Background: an optimization exercise with open tools, aiming at a short achievable clock period and few clock cycles. Do not read the settings as production practice. The RTL was checked by simulation tests, not by an equivalence proof against the original design. Power is estimated from default activity; no workload was simulated.

==> design/flow/design.v <==
parameter ADD     = 4'b0000;
parameter SUB     = 4'b0001;
parameter AND     = 4'b0010;
parameter OR      = 4'b0011;
parameter XOR     = 4'b0100;
parameter NOT     = 4'b0101;
parameter MOV     = 4'b0110;
parameter NOP     = 4'b0111;
parameter LOAD    = 4'b1000;
parameter STORE   = 4'b1001;
parameter LOAD_IM = 4'b1010;
parameter BRN_Z   = 4'b1011;
parameter BRN_N   = 4'b1100;
parameter BRN_O   = 4'b1101;
parameter BRN     = 4'b1110;
module microprocessor #(parameter N = 8, ROM_addressBits = 6, RF_addressBits = 3) (
  input  logic                           clk             ,
  input  logic                           rst_n           ,
  input  logic [ 3+2*(RF_addressBits):0] ROM_data        ,
  input  logic [                  N-1:0] SRAM_data       ,
  output logic                           overflowPC      ,
  output logic                           ROM_readEnable  ,
  output logic                           SRAM_readEnable ,
  output logic                           SRAM_writeEnable,
  output logic [    ROM_addressBits-1:0] ROM_address     ,
  output logic [(2**RF_addressBits)-1:0] SRAM_address    ,
  output logic [                  N-1:0] SRAM_data_in
);
parameter ADD     = 4'b0000;
parameter SUB     = 4'b0001;
parameter AND     = 4'b0010;
parameter OR      = 4'b0011;
parameter XOR     = 4'b0100;
parameter NOT     = 4'b0101;
parameter MOV     = 4'b0110;
parameter NOP     = 4'b0111;
parameter LOAD    = 4'b1000;
parameter STORE   = 4'b1001;
parameter LOAD_IM = 4'b1010;
parameter BRN_Z   = 4'b1011;
parameter BRN_N   = 4'b1100;
parameter BRN_O   = 4'b1101;
parameter BRN     = 4'b1110;
  logic [7:0] R [0:7];           
  logic [2:0] F;                 
  logic       ov_reg;            
  logic       dead;              
  logic [5:0] FA;                
  logic       dv;                
  logic [5:0] dpc;               
  logic       dpred;             
  logic       stl;               
  logic [9:0] skid_ir;
  logic [5:0] skid_pc;
  logic [63:0] pv;               
  logic [5:0]  pt [0:63];
  logic       e_v;
  logic       e_wr;              
  logic       e_fl;              
  logic       e_clr;             
  logic       e_ld;              
  logic [2:0] e_dst;
  logic [1:0] e_fn;              
  logic [7:0] e_A, e_B;
  logic       e_cin;
  logic       e_cbr;             
  logic [1:0] e_csel;            
  logic [5:0] e_tgt;
  logic       e_toor;            
  logic       e_last;            
  logic       w_v;
  logic [2:0] w_dst;
  logic [8:0] sum;
  logic [7:0] e_res;
  logic       e_ovf;
  always_comb begin
    sum = {1'b0, e_A} + {1'b0, e_B} + {8'd0, e_cin};
    case (e_fn)
      2'd0: e_res = sum[7:0];
      2'd1: e_res = e_A & e_B;
      2'd2: e_res = e_A | e_B;
      default: e_res = e_A ^ e_B;
    endcase
    e_ovf = (e_fn == 2'd0) & (e_A[7] == e_B[7]) & (sum[7] != e_A[7]);
  end
  logic e_cond, e_redirect, e_halt;
  always_comb begin
    case (e_csel)
      2'd0: e_cond = F[0];
      2'd1: e_cond = F[1];
      default: e_cond = F[2];
    endcase
    e_redirect = e_v & e_cbr & e_cond & ~e_toor;
    e_halt     = e_v & e_cbr & (e_cond ? e_toor : e_last);
  end
  wire e_kill = e_redirect | e_halt;
  wire e_wen  = e_v & e_wr;
  wire [9:0] ir   = stl ? skid_ir : ROM_data;
  wire [5:0] pc   = stl ? skid_pc : dpc;
  wire       ivld = (stl | dv) & ~e_kill & ~ov_reg & ~dead;
  wire [3:0] op   = ir[9:6];
  wire [2:0] fa   = ir[5:3];
  wire [2:0] fb   = ir[2:0];
  wire is_alu2 = (op == ADD) | (op == SUB) | (op == AND) | (op == OR) | (op == XOR);
  wire is_not  = (op == NOT);
  wire is_mov  = (op == MOV);
  wire is_ld   = (op == LOAD);
  wire is_st   = (op == STORE);
  wire is_ldi  = (op == LOAD_IM);
  wire is_cbr  = (op == BRN_Z) | (op == BRN_N) | (op == BRN_O);
  wire is_brn  = (op == BRN);
  wire is_und  = (op == 4'hF);
  wire is_br   = is_cbr | is_brn;
  wire [2:0] sa = is_not ? 3'd1 : fa;
  logic [7:0] va, vb;
  always_comb begin
    if (e_wen && e_dst == sa)    va = e_res;
    else if (w_v && w_dst == sa) va = SRAM_data;
    else                         va = R[sa];
    if (e_wen && e_dst == fb)    vb = e_res;
    else if (w_v && w_dst == fb) vb = SRAM_data;
    else                         vb = R[fb];
  end
  wire uses_a = is_alu2 | is_not | is_st;
  wire uses_b = is_alu2 | is_not | is_mov | is_ld | is_st;
  wire stall  = ivld & e_v & e_ld & ((uses_a & (e_dst == sa)) | (uses_b & (e_dst == fb)));
  wire go     = ivld & ~stall;
  wire [6:0] tgt7 = fa[2] ? ({1'b0, pc} - {2'b00, fa[1:0], fb})
                          : ({1'b0, pc} + {2'b00, fa[1:0], fb});
  wire       toor = tgt7[6];
  wire       last = (pc == 6'd63);
  wire       brn_redirect = go & is_brn & ~toor & ~dpred;
  assign ROM_address    = e_redirect ? e_tgt : FA;
  assign ROM_readEnable = ~stl;
  wire [5:0] ra_next    = pv[ROM_address] ? pt[ROM_address] : ROM_address + 6'd1;
  wire d_halt = go & ((is_brn & toor) | (~is_br & ~is_und & last));
  assign overflowPC = ov_reg;
  always_ff @(posedge clk or negedge rst_n) begin
    if (!rst_n) begin
      FA <= 0; dv <= 0; dpred <= 0; stl <= 0;
      ov_reg <= 0; dead <= 0;
      pv <= 0;
      e_v <= 0; w_v <= 0;
      SRAM_readEnable <= 0; SRAM_writeEnable <= 0;
      F <= 0;
    end else begin
      if (stl) begin
        stl <= 0;
      end else begin
        dpred <= pv[ROM_address];
        dv    <= ~brn_redirect;
        if (brn_redirect) FA <= tgt7[5:0];
        else              FA <= ra_next;
        if (stall)        stl <= 1;
      end
      if (go & is_brn & ~toor) pv[pc] <= 1'b1;
      if (d_halt | e_halt) ov_reg <= 1;
      if (go & is_und) dead <= 1;
      e_v <= go;
      w_v <= e_v & e_ld;
      SRAM_readEnable  <= go & is_ld;
      SRAM_writeEnable <= go & is_st;
      if (e_v & e_fl)       F <= {e_ovf, e_res[7], e_res == 8'd0};
      else if (e_v & e_clr) F <= 3'b000;
    end
  end
  always_ff @(posedge clk) begin
    if (!stl) begin
      dpc <= ROM_address;
      if (stall) begin
        skid_ir <= ROM_data;
        skid_pc <= dpc;
      end
    end
    e_wr  <= is_alu2 | is_not | is_mov | is_ldi;
    e_fl  <= is_alu2 | is_not | is_mov;
    e_clr <= is_br;
    e_ld  <= is_ld;
    e_cbr <= is_cbr;
    e_dst <= fa;
    e_csel <= (op == BRN_Z) ? 2'd0 : (op == BRN_N) ? 2'd1 : 2'd2;
    e_tgt  <= tgt7[5:0];
    e_toor <= toor;
    e_last <= last;
    case (op)
      ADD:     begin e_fn <= 2'd0; e_A <= va;   e_B <= vb;  e_cin <= 0; end
      SUB:     begin e_fn <= 2'd0; e_A <= va;   e_B <= ~vb; e_cin <= 1; end
      AND:     begin e_fn <= 2'd1; e_A <= va;   e_B <= vb;  e_cin <= 0; end
      OR:      begin e_fn <= 2'd2; e_A <= va;   e_B <= vb;  e_cin <= 0; end
      XOR,NOT: begin e_fn <= 2'd3; e_A <= va;   e_B <= vb;  e_cin <= 0; end
      MOV:     begin e_fn <= 2'd2; e_A <= 8'd0; e_B <= vb;  e_cin <= 0; end
      default: begin e_fn <= 2'd2; e_A <= 8'd0; e_B <= {{5{fb[2]}}, fb}; e_cin <= 0; end
    endcase
    SRAM_address <= is_st ? va : vb;
    SRAM_data_in <= vb;
    w_dst <= e_dst;
  end
  always_ff @(posedge clk) begin
    if (go & is_brn & ~toor) pt[pc] <= tgt7[5:0];
  end
  always_ff @(posedge clk or negedge rst_n) begin
    if (!rst_n) begin
      for (int i = 0; i < 8; i++) R[i] <= (i == 1) ? 8'hFF : 8'h00;
    end else begin
      for (int i = 0; i < 8; i++) begin
        if (e_wen && e_dst == i)      R[i] <= e_res;
        else if (w_v && w_dst == i)   R[i] <= SRAM_data;
      end
    end
  end
endmodule
==> design/flow/run.sh <==
#!/bin/bash
# synth_recipe.tcl (not shown) runs the flow's synth.tcl, then flattens the netlist and writes it again
# the make line also repeats each setting of config.mk as NAME=value (left out here)
make -C /OpenROAD-flow-scripts/flow DESIGN_CONFIG=/design/flow/config.mk WORK_HOME=/design/flow/orfs CLKGATE_MAP_FILE= SYNTH_SCRIPT=/design/flow/synth_recipe.tcl finish
==> design/flow/config.mk <==
export PLATFORM = sky130hd
export DESIGN_NAME = microprocessor
export DESIGN_NICKNAME = microprocessor
export VERILOG_FILES = /design/flow/design.v
export SDC_FILE = /design/flow/constraint.sdc
export NUM_CORES = 4
export LEC_CHECK = 0
export CAP_MARGIN = 20
export CORE_MARGIN = 2
export CORE_UTILIZATION = 40
export SLEW_MARGIN = 20
==> design/flow/constraint.sdc <==
create_clock -name core_clock -period 6.0 [get_ports {clk}]
set_input_delay 1.2000 -clock core_clock [delete_from_list [all_inputs] [get_ports {clk}]]
set_output_delay 1.2000 -clock core_clock [all_outputs]
set_load 0.01 [all_outputs]
==> metrics.yaml, run 1 <==
status:
  status: "timing/DRC/antenna clean"
yosys:
  synthSimpleGateAreaFrac_pct: 13.3
  synth_xor_area_share_pct: 0.991
  ys.flop_type: "edfxtp_1"
  yosysSeqAreaShare_pct: 62.0
  synth_top_family_by_area: "simple AND/OR/NAND/NOR gates"
  ys_top_cells_by_area: "edfxtp_1 (45%), dfrtp_1 (13%), nand2_1 (6.7%), mux2i_1 (6.0%), dfxtp_1 (4.1%)"
  synthAdderAreaFrac_pct: 1.68
  synthMuxAreaShare_pct: 8.14
  synth_area_sq_um: 27400
  ys_ff_latch: 608
  synth_top_area_share_pct: 44.5
  postSynthCellCount: 2382
  ys_types: 74
  synth_fp_nets: 2437
  synth_edf_count: 406
  yosysWarningCount: 2
  async_reset_ff_share_pct: 24.0
  syn_avg_cell_area_sq_um: 11.5
  post-synth-top-area-cell: "edfxtp_1"
  synth_compound_area_share_pct: 11.1
worst_setup_path:
  slowest_stage: "clkdlybuf4s50_1"
  required_ns: 6.27
  critPathKind: "in -> reg"
  reg2reg_depth: 17
  cp_cell_sequence: "clkdlybuf4s50_1 -> mux2i_1 -> ha_1 -> ha_1 -> nand2_1 -> o21ai_0 -> ha_1 -> a21o_1 -> a21oi_1 -> o21bai_1 -> a21oi_1 -> xor2_1 -> a2111oi_2 -> buf_4 -> and2_1 -> nand3_1 -> buf_4 -> nor2_1"
  arrival_ns: 5.46
  reg2reg_slack_ns: 0.93
  crit_path_max_fanout: 6
  crit_top_cell: "ha_1"
  cp-start-kind: "input pin"
  cp_slowest_stage_delay_ns: 0.60
  rr_endpoint: "pt[9][4]"
  endpoint_kind: "flip-flop"
  r2r-start: "stl"
finish:
  top_register: "pt"
  nNetsFinal: 2495
  fillers: 6050
  largest_reg_flops: 384
  largestRegisters: "pt x384, R x64, pv x64"
  syn_to_final_growth_pct: 14.4
  drive_gt1_share_pct: 9.72
  n_antenna_cell: 0
worst_hold_path:
  min_from: "e_dst[0]"
  hold_path_class: "reg -> reg"
  holdPathStages: 0
  min_to: "w_dst[0]"
place:
  port_buffers: 45
  preCtsSetupSlack_ns: 0.230
  finalWeightedCongestion: 0.934
  hpwl_um: 53000
timing:
  finalHoldViolCount: 0
  tns_ns: 0
  finalCritPeriodShare_pct: 86.6
  finalCriticalPeriod_ns: 5.20
  slew_viol_final: 0
  setup_viol: 0
  fin_skew_ns: 0.0347
  worstMarginPinSlew_ns: 1.02
  rsz0062_at_grt: "false"
  relSlewSlack_pct: 31.9
  finalWorstSetupSlack_ns: 0.801
  hold_ws_ns: 0.421
  fmax_mhz: 192
floorplanning:
  core_area_sq_um: 67500
  rows: 95
  die_area_sq_um: 70600
  num_io_pins: 46
  die_h_um: 266
  die_x_um: 266
  start_util_pct: 40.6
drt:
  drt_iter0_markers: 2218
  first_pass_iters: 6
  wl_per_cell_um: 24.4
  wirelength_um: 82100
  avgViaCountPerCell: 5.90
  vias: 19800
  drc: 0
  ant_nets: 0
grt:
  grt_pass1_vias: 19500
  grt_pass1_wl_um: 123000
  grt_overflow: 0
  grt_max_degree: 129
  grtUsageTotal_pct: 23.2
  antenna_found_initial: 2
power:
  power_mw: 16.2
  netSwitchingFraction_pct: 39.0
  combPwrFrac_pct: 36.8
  switchingPower_mw: 6.33
  seq_power_share_pct: 37.9
  intPower_mw: 9.91
  cellPowerDensity_nw_per_um2: 518
  power_frac_clock_pct: 25.3
  ir_drop_uv: 573
  p_leak_nw: 11.7
job:
  maxCapViolCount: 0
cts:
  cts_hold_buffers: 0
  cts_setup_buffers: 0
  ctsResizeCount: 0
  clk_latency_ns: 0.63
  cts_tree: "built"
  cts_num_sinks: 608
  clkTransAtPathRegs_ns: 0.06
  h-tree-depth: 3
  clockBufferDepth: 3
  cts-root-buf: "clkbuf_16"
  cts_buffers: 67
[critical path: cells and delay by family]
kind	cells	cell delay (ns)
mux	1	0.14
fa+ha+maj	3	0.98
simple gates	4	0.84
compound gates	6	1.14
xor+xnor	1	0.14
buf+inv	3	1.02
[stage by stage]
| stage | cell area [sq um] | util (%) | cells |
|---|---|---|---|
| 2_1_floorplan | 27400 | - | 2382 |
| 3_3_place_gp | 29100 | 43.1 | 3244 |
| 3_5_place_dp | 29100 | 43.1 | 3244 |
| 4_1_cts | 31300 | 46.4 | 3363 |
| 5_1_grt | 31300 | 46.4 | 3363 |
| 6_report | 31300 | 46.4 | 3363 |
[layer usage]
layer	share of wire (%)	global-route usage, %	vias to the layer above
li1	-	-	8788
met1	42	31.8	9782
met2	46	36.8	1067
met3	8.1	3.98	210
met4	3.7	9.22	2
met5	0.016	0	-
[cells in the final DEF (no fill, tap or decap), types with 22 or more instances in the layout]
master / synthesis / routed
a21oi_1: 85 / 85
dfxtp_1: 56 / 56
a31oi_1: 24 / 24
ha_1: 32 / 32
o21bai_1: 62 / 62
nor2_1: 174 / 165
buf_4: 5 / 62
nand2_1: 490 / 490
mux2i_1: 165 / 161
a32oi_1: 30 / 30
nand3_1: 108 / 108
clkdlybuf4s50_1: 0 / 44
o21ai_0: 105 / 105
dfrtp_1: 138 / 137
edfxtp_1: 406 / 406
inv_1: 61 / 60
clkbuf_16: 0 / 69
a221oi_1: 23 / 23
xnor2_1: 24 / 22
[logic make-up (layout without fill, tap and decap cells)]
| family | count (synthesis) | in the layout |
|---|---|---|
| simple gates | 868 | 868 |
| flops | 608 | 608 |
| compound gates | 452 | 452 |
| mux | 196 | 196 |
| buf+inv | 192 | 300 |
| fa+ha+maj | 35 | 35 |
| xor+xnor | 31 | 31 |
[worst max path at each step]
stage	startpoint	depth (start not counted)	to	slack (ns)
after floorplan	ROM_data[2]	11	pt[0][5]	0.43
after global placement	ROM_data[1]	17	pt[8][1]	0.30
final	ROM_data[1]	18	pt[9][4]	0.80
after CTS	ROM_data[1]	18	pt[9][4]	0.85
after global routing	ROM_data[1]	18	pt[9][3]	0.56
after detailed placement	ROM_data[1]	18	pt[9][4]	0.23
[final cells by class]
cell class                 instances  area [sq um]  area share, %
clock buffer                      88          1840           5.86
clock inverter                    31           373           1.19
inverter                          67           259          0.826
multi-input combinational       1582          9740           31.1
sequential                       608         17000           54.2
tap                              873          1090           3.49
timing repair buffer             114          1060           3.37
[Yosys cell counts (8+ instances only)]
master and count:
nand2_1 490, edfxtp_1 406, nor2_1 174, mux2i_1 165
dfrtp_1 138, nand3_1 108, o21ai_0 105, a21oi_1 85
clkbuf_1 73, o21bai_1 62, inv_1 61, dfxtp_1 56
ha_1 32, a32oi_1 30, buf_2 28, a31oi_1 24
xnor2_1 24, a221oi_1 23, nand4_1 21, mux4_2 19
nor3_1 19, a22oi_1 18, buf_1 18, o22ai_1 18
a21o_1 13, a211oi_1 11, mux2_2 10, o221ai_1 10
and2_1 8, dfstp_2 8, nor2b_1 8, o311ai_0 8
[power groups by stage]
stage / combinational [mW] / clock [mW] / sequential (mW)
after floorplan: 3.27 / 0 / 6.19
after global placement: 5.87 / 0 / 6.22
after detailed placement: 5.91 / 0 / 6.22
after CTS: 5.90 / 4.19 / 6.15
after global routing: 6.34 / 4.35 / 6.20
final: 5.97 / 4.11 / 6.16
Testbench counts, summed over its fixed seeds: cycles 23,296.
==> run 2: changes to the inputs <==
--- a/design/flow/config.mk
+++ b/design/flow/config.mk
@@ -8,4 +8,5 @@
 export CAP_MARGIN = 20
 export CORE_MARGIN = 2
 export CORE_UTILIZATION = 40
+export SETUP_SLACK_MARGIN = 2.5
 export SLEW_MARGIN = 20
==> metrics.yaml, run 2 <==
drt:
  drc: 0
  wl_per_cell_um: 25.3
  first_pass_iters: 6
  vias: 20700
  drt_iter0_markers: 2667
  ant_nets: 0
  avgViaCountPerCell: 5.95
  wirelength_um: 88000
yosys:
  yosysSeqAreaShare_pct: 62.0
  synth_fp_nets: 2437
  ys.flop_type: "edfxtp_1"
  ys_top_cells_by_count: "nand2_1 (490), edfxtp_1 (406), nor2_1 (174)"
  synth_edf_count: 406
  post-synth-top-area-cell: "edfxtp_1"
  ys_top_cells_by_area: "edfxtp_1 (45%), dfrtp_1 (13%), nand2_1 (6.7%), mux2i_1 (6.0%), dfxtp_1 (4.1%)"
  yosysWarningCount: 2
  synth_top_area_share_pct: 44.5
  post-synth-top-count-cell: "nand2_1"
  ys_types: 74
  ys_ff_latch: 608
  synth_area_sq_um: 27400
  async_reset_ff_share_pct: 24.0
  syn_avg_cell_area_sq_um: 11.5
  postSynthCellCount: 2382
place:
  finalWeightedCongestion: 0.924
  hpwl_um: 53700
  port_buffers: 45
worst_setup_path:
  cp-endpoint: "pt[41][3]"
  endpoint_kind: "flip-flop"
  crit_path_max_fanout: 6
  r2r-start: "stl"
  worstSetupStartpoint: "ROM_data[0]"
  arrival_ns: 4.48
  reg2reg_slack_ns: 1.80
  cp-start-kind: "input pin"
  reg2reg_depth: 18
  required_ns: 6.29
  critPathKind: "in -> reg"
  rr_endpoint: "pt[41][3]"
finish:
  layout_commonest_cell: "nand2_1"
  mostFrequentLayoutCells: "nand2_1 (472), edfxtp_1 (406), mux2i_1 (153)"
  fillers: 5761
  final-seq-area_sq_um: 17000
  top_register: "pt"
  nNetsFinal: 2603
  largestRegisters: "pt x384, R x64, pv x64"
  largest_reg_flops: 384
  drive_gt1_share_pct: 20.2
  multiInputGateArea_sq_um: 11000
  n_antenna_cell: 0
  syn_to_final_growth_pct: 24.8
power:
  power_frac_clock_pct: 24.6
  combPwrFrac_pct: 40.9
  intPower_mw: 10.8
  power_mw: 17.9
  switchingPower_mw: 7.06
  cellPowerDensity_nw_per_um2: 523
  netSwitchingFraction_pct: 39.4
  seq_power_share_pct: 34.5
  ir_drop_uv: 472
  p_leak_nw: 12.7
grt:
  grt_max_degree: 78
  antenna_found_initial: 1
  grt_overflow: 0
  grt_pass1_wl_um: 131000
  grt_pass1_vias: 20300
  grtUsageTotal_pct: 24.8
floorplanning:
  die_h_um: 266
  start_util_pct: 40.6
  rows: 95
  die_area_sq_um: 70600
  core_area_sq_um: 67500
  num_io_pins: 46
  die_x_um: 266
timing:
  finalCriticalPeriod_ns: 4.20
  rsz0062_at_grt: "true"
  worstMarginPinSlew_ns: 1.05
  finalHoldViolCount: 0
  fmax_mhz: 238
  setup_viol: 0
  fin_skew_ns: 0.0261
  finalCritPeriodShare_pct: 69.9
  slew_viol_final: 0
  relSlewSlack_pct: 29.6
  tns_ns: 0
cts:
  clockBufferDepth: 3
  cts_hold_buffers: 0
  clkTransAtPathRegs_ns: 0.06
  h-tree-depth: 3
  cts_tree: "built"
  cts_buffers: 69
  cts-root-buf: "clkbuf_16"
  clk_latency_ns: 0.63
  cts_num_sinks: 608
status:
  status: "timing/DRC/antenna clean"
job:
  maxCapViolCount: 0
worst_hold_path:
  hold_path_class: "reg -> reg"
-- run 2: cell count changes in the layout (fill, tap and decap cells not counted), moves of 7 or more --
cell / change
clkdlybuf4s50_1: -11
nand2_1: -18
nor2_1: -65
o21ai_0: -14
o21ai_2: +7
inv_1: -7
mux2i_1: -8
nand2_8: +13
buf_12: +14
nor2_4: +65
buf_6: +43
buf_4: +41
-- run 2: layout make-up --
cell class	count	share of cell area, %
Clock buffer	90	5.68
Clock inverter	37	1.26
Inverter	67	0.904
Multi-Input combinational cell	1582	32.3
Sequential cell	608	49.7
Tap cell	873	3.19
Timing Repair Buffer	217	6.89
Timing Repair inverter	3	0.0988
-- run 2: logic make-up (layout without fill, tap and decap cells) --
kind of cell    after synthesis  in the layout  synth area share (%)
simple gates                868            868                  13.3
flops                       608            608                  62.0
compound gates              452            452                  11.1
mux                         196            196                  8.14
buf+inv                     192            414                  2.86
fa+ha+maj                    35             35                  1.68
xor+xnor                     31             31                 0.991
-- run 2: repair_timing --
| item | 4_1_cts | 5_1_grt |
|---|---|---|
| resized for setup | 245 | 68 |
| pin swaps | 63 | 46 |
| cloned | 9 | 0 |
| setup endpoints to repair | 641 | 507 |
| setup buffers | 83 | 18 |
-- run 2: worst min-delay path by stage --
stage               depth (start not counted)  startpoint  slack [ns]        to
floorplan                                   0    e_dst[1]        0.33  w_dst[1]
global placement                            0    e_dst[0]        0.40  w_dst[0]
detailed placement                          0    e_dst[0]        0.42  w_dst[0]
CTS                                         0    e_dst[0]        0.42  w_dst[0]
global route                                0    e_dst[0]        0.44  w_dst[0]
finish                                      0    e_dst[0]        0.43  w_dst[0]
-- run 2: critical path, stage by stage --
cell	delay (ns)
buf_2	0.12
mux2i_4	0.22
buf_4	0.21
nand3_1	0.13
nand2_1	0.11
xnor2_1	0.13
ha_2	0.36
a21oi_4	0.17
o21bai_1	0.09
a21oi_2	0.19
xor2_2	0.12
a2111oi_4	0.45
buf_4	0.22
and2_4	0.26
nand3_4	0.13
buf_12	0.17
nor2_4	0.19
-- run 2: power by group through the flow --
stage | Clock (mW) | Combinational (mW) | Sequential, mW
after floorplan | 0 | 3.45 | 6.14
after detailed placement | 0 | 6.10 | 6.24
after global placement | 0 | 6.10 | 6.24
final | 4.40 | 7.31 | 6.18
after CTS | 4.45 | 7.00 | 6.17
after global routing | 4.61 | 7.69 | 6.23
-- run 2: per-layer routing --
metal  global-route usage [%]  up-vias  part of all wire, %
met5                        0        -                    0
met4                     9.16        0                  3.5
met3                     4.82      219                  8.9
met2                     38.9     1095                   46
met1                     34.2    10300                   41
li1                         -     9031                    -
-- run 2: metrics by stage --
step | cells | hold WS, ns | instance area, sq um | utilization (%) | setup slack, ns
floorplan | 2382 | 0.329 | 27900 | - | 1.54
global placement | 3239 | 0.401 | 29500 | 43.7 | 0.209
detailed placement | 3239 | 0.415 | 29500 | 43.7 | 0.134
CTS | 3458 | 0.424 | 33700 | 49.9 | 1.91
global route | 3477 | 0.442 | 34200 | 50.6 | 1.68
finish | 3477 | 0.432 | 34200 | 50.6 | 1.80
==> run 3: changes to the inputs <==
--- a/design/flow/config.mk
+++ b/design/flow/config.mk
@@ -5,8 +5,9 @@
 export SDC_FILE = /design/flow/constraint.sdc
 export NUM_CORES = 4
 export LEC_CHECK = 0
+export ABC_CLOCK_PERIOD_IN_PS = 2500
 export CAP_MARGIN = 20
 export CORE_MARGIN = 2
 export CORE_UTILIZATION = 40
-export SETUP_SLACK_MARGIN = 2.5
+export SETUP_SLACK_MARGIN = 3.5
 export SLEW_MARGIN = 20
==> metrics.yaml, run 3 <==
yosys:
  ys_top_cells_by_count: "nand2_1 (490), edfxtp_1 (406), nor2_1 (174)"
  synthAdderAreaFrac_pct: 1.68
  async_reset_ff_share_pct: 24.0
  synth_area_sq_um: 27400
  synth_top_family_by_area: "simple AND/OR/NAND/NOR gates"
  post-synth-top-count-cell: "nand2_1"
  synth_xor_area_share_pct: 0.991
  yosysSeqAreaShare_pct: 62.0
  syn_avg_cell_area_sq_um: 11.5
  synth_fp_nets: 2437
  post-synth-top-area-cell: "edfxtp_1"
  synth_top_area_share_pct: 44.5
  ys_ff_latch: 608
  ys_top_cells_by_area: "edfxtp_1 (45%), dfrtp_1 (13%), nand2_1 (6.7%), mux2i_1 (6.0%), dfxtp_1 (4.1%)"
  synth_edf_count: 406
  ys.flop_type: "edfxtp_1"
  yosysWarningCount: 2
  synth_compound_area_share_pct: 11.1
  synthMuxAreaShare_pct: 8.14
  ys_types: 74
  postSynthCellCount: 2382
  synthSimpleGateAreaFrac_pct: 13.3
status:
  status: "timing/DRC/antenna clean"
drt:
  wl_per_cell_um: 27.1
  drc: 0
  avgViaCountPerCell: 6.03
  drt_iter0_markers: 2508
  first_pass_iters: 7
  wirelength_um: 97900
  ant_nets: 0
  vias: 21800
worst_setup_path:
  arrival_ns: 4.28
  crit_path_max_fanout: 8
  critPathKind: "in -> reg"
  reg2reg_depth: 18
  worstSetupStartpoint: "ROM_data[0]"
  cp-start-kind: "input pin"
  reg2reg_slack_ns: 2.04
  rr_endpoint: "pt[50][2]"
  cp-endpoint: "pt[50][2]"
  endpoint_kind: "flip-flop"
  r2r-start: "stl"
  required_ns: 6.29
grt:
  grt_max_degree: 100
  grtUsageTotal_pct: 26.6
  grt_pass1_vias: 21300
  grt_overflow: 0
  grt_pass1_wl_um: 139000
  antenna_found_initial: 3
worst_hold_path:
  hold_path_class: "reg -> reg"
power:
  cellPowerDensity_nw_per_um2: 595
  switchingPower_mw: 8.63
  p_leak_nw: 14.2
  combPwrFrac_pct: 52.3
  ir_drop_uv: 363
  netSwitchingFraction_pct: 38.8
  seq_power_share_pct: 27.6
  intPower_mw: 13.6
  power_frac_clock_pct: 20.1
job:
  maxCapViolCount: 0
timing:
  tns_ns: 0
  finalHoldViolCount: 0
  fin_skew_ns: 0.0443
  finalCriticalPeriod_ns: 3.99
  hold_ws_ns: 0.418
  setup_viol: 0
  finalCritPeriodShare_pct: 66.5
  relSlewSlack_pct: 7.21
  fmax_mhz: 250
  worstMarginPinSlew_ns: 1.39
  slew_viol_final: 0
  rsz0062_at_grt: "true"
floorplanning:
  die_area_sq_um: 70600
  die_h_um: 266
  start_util_pct: 40.6
  num_io_pins: 46
  core_area_sq_um: 67500
  rows: 95
  die_x_um: 266
finish:
  largest_reg_flops: 384
  drive_gt1_share_pct: 29.1
  top_register: "pt"
  syn_to_final_growth_pct: 36.5
  nNetsFinal: 2738
  fin_util_pct: 55.4
  layout_commonest_cell: "nand2_1"
  mostFrequentLayoutCells: "nand2_1 (443), edfxtp_1 (406), mux2i_1 (145)"
  largestRegisters: "pt x384, R x64, pv x64"
place:
  hpwl_um: 52700
  finalWeightedCongestion: 0.899
  port_buffers: 45
cts:
  clkTransAtPathRegs_ns: 0.06
  clockBufferDepth: 3
  h-tree-depth: 3
  cts_hold_buffers: 0
  cts_num_sinks: 608
  clk_latency_ns: 0.64
  cts_tree: "built"
  cts_buffers: 67
  cts-root-buf: "clkbuf_16"
[run 3: cell types whose count changed in the layout (fill, tap and decap cells not counted), moves of 13 or more]
cell	previous run	this run
buf_4	103	133
buf_6	44	65
nand2_1	472	443
buf_12	21	52
clkdlybuf4s50_1	33	10
buf_16	3	45
o21ai_1	6	19
nand2_2	2	21
dlygate4sd2_1	0	18
o21ai_2	8	29
o21ai_0	91	54
[run 3: worst max-delay path, cell delays in order]
cell	delay, ns
buf_4	0.12
mux2i_4	0.27
ha_4	0.21
ha_4	0.21
nand2_4	0.06
o21ai_4	0.06
ha_4	0.22
a21o_1	0.20
a21oi_4	0.14
o21bai_1	0.10
a21oi_2	0.20
xor2_2	0.13
a2111oi_4	0.23
buf_6	0.18
and2_4	0.23
buf_12	0.12
nand2_8	0.14
nor2_4	0.25
[run 3: worst min-delay path by stage]
stage	from	end	slack, ns	depth (start not counted)
3_5_place_dp	e_dst[0]	w_dst[0]	0.41	0
5_1_grt	e_dst[0]	w_dst[0]	0.44	0
2_1_floorplan	e_dst[1]	w_dst[1]	0.33	0
3_3_place_gp	e_dst[0]	w_dst[0]	0.41	0
4_1_cts	e_dst[0]	w_dst[0]	0.42	0
6_report	e_dst[0]	w_dst[0]	0.42	0
[run 3: kinds of logic (layout without fill, tap and decap cells)]
| logic type | count (synthesis) | after routing |
|---|---|---|
| other cells | 0 | 2 |
| mux | 196 | 196 |
| buf+inv | 192 | 547 |
| flops | 608 | 608 |
| fa+ha+maj | 35 | 35 |
| simple gates | 868 | 869 |
| compound gates | 452 | 452 |
| xor+xnor | 31 | 31 |
[run 3: routing by layer]
layer / track usage [%] / part of all wire (%)
met3: 5.27 / 9.1
met5: 0 / 0.012
met2: 43.4 / 47
met1: 33.6 / 38
met4: 14.1 / 5.7
[run 3: power groups by stage]
stage	registers [mW]	clock network, mW	logic [mW]
detailed placement	6.23	0	6.08
floorplan	6.15	0	3.61
finish	6.15	4.47	11.6
global placement	6.23	0	6.04
CTS	6.13	4.49	10.5
global route	6.20	4.67	11.9
[run 3: repair_timing]
action / 4_1_cts / 5_1_grt
endpoints found under the setup margin: 964 / 879
buffers inserted: 141 / 60
cloned: 46 / 7
pin swaps: 92 / 81
resized for setup: 428 / 181
[run 3: area by class of cell]
class	count	area, sq um
fill	5377	30100
sequential	608	17000
multi-input combinational	1583	11800
timing repair buffer	352	4730
clock buffer	76	1760
tap	873	1090
clock inverter	48	636
inverter	67	339
timing repair inverter	4	35.0
antenna	2	5.00
[run 3: metrics by stage]
stage	setup slack [ns]	power (mW)	cells	instance area [sq um]
floorplan	1.58	9.76	2382	28400
global placement	0.175	12.3	3231	29700
detailed placement	0.134	12.3	3232	29700
CTS	2.05	21.1	3543	36000
global route	1.91	22.8	3612	37400
finish	2.01	22.2	3613	37400

-- afterwards: timing with drivers on the ports --
No port has a modelled driver above. Below, the same layouts with a new extraction and two added sets of constraints. Step 1, drivers: a clkbuf_16 drives clk and a buf_2 each remaining input, both assumed. Step 2 adds t to the input delays and takes it off the output delays; t is the mean of the earliest and latest rising clock arrival at the registers after step 1. Input paths then give back, and output paths get back, about the clock's delay inside the block. Slacks: no drivers / after step 1 / after step 2; pairs: no drivers / after step 1.
run	t, ns	setup slack, ns	worst hold slack (ns)	slew at the worst register clock pin (ns)	worst data-port slew with drivers (ns)
run 1	0.680	0.801 / 0.829 / 0.165	0.421 / 0.421 / 0.421	0.06 / 0.06	0.04
run 2	0.680	1.803 / 1.805 / 1.149	0.432 / 0.432 / 0.432	0.07 / 0.07	0.06
run 3	0.686	2.007 / 2.038 / 1.362	0.418 / 0.418 / 0.418	0.07 / 0.07	0.05
After both steps setup and hold are still met in every run listed. The setup slack of run 2, which loses most, moves by +0.002 ns with the drivers and by -0.654 ns with both steps.
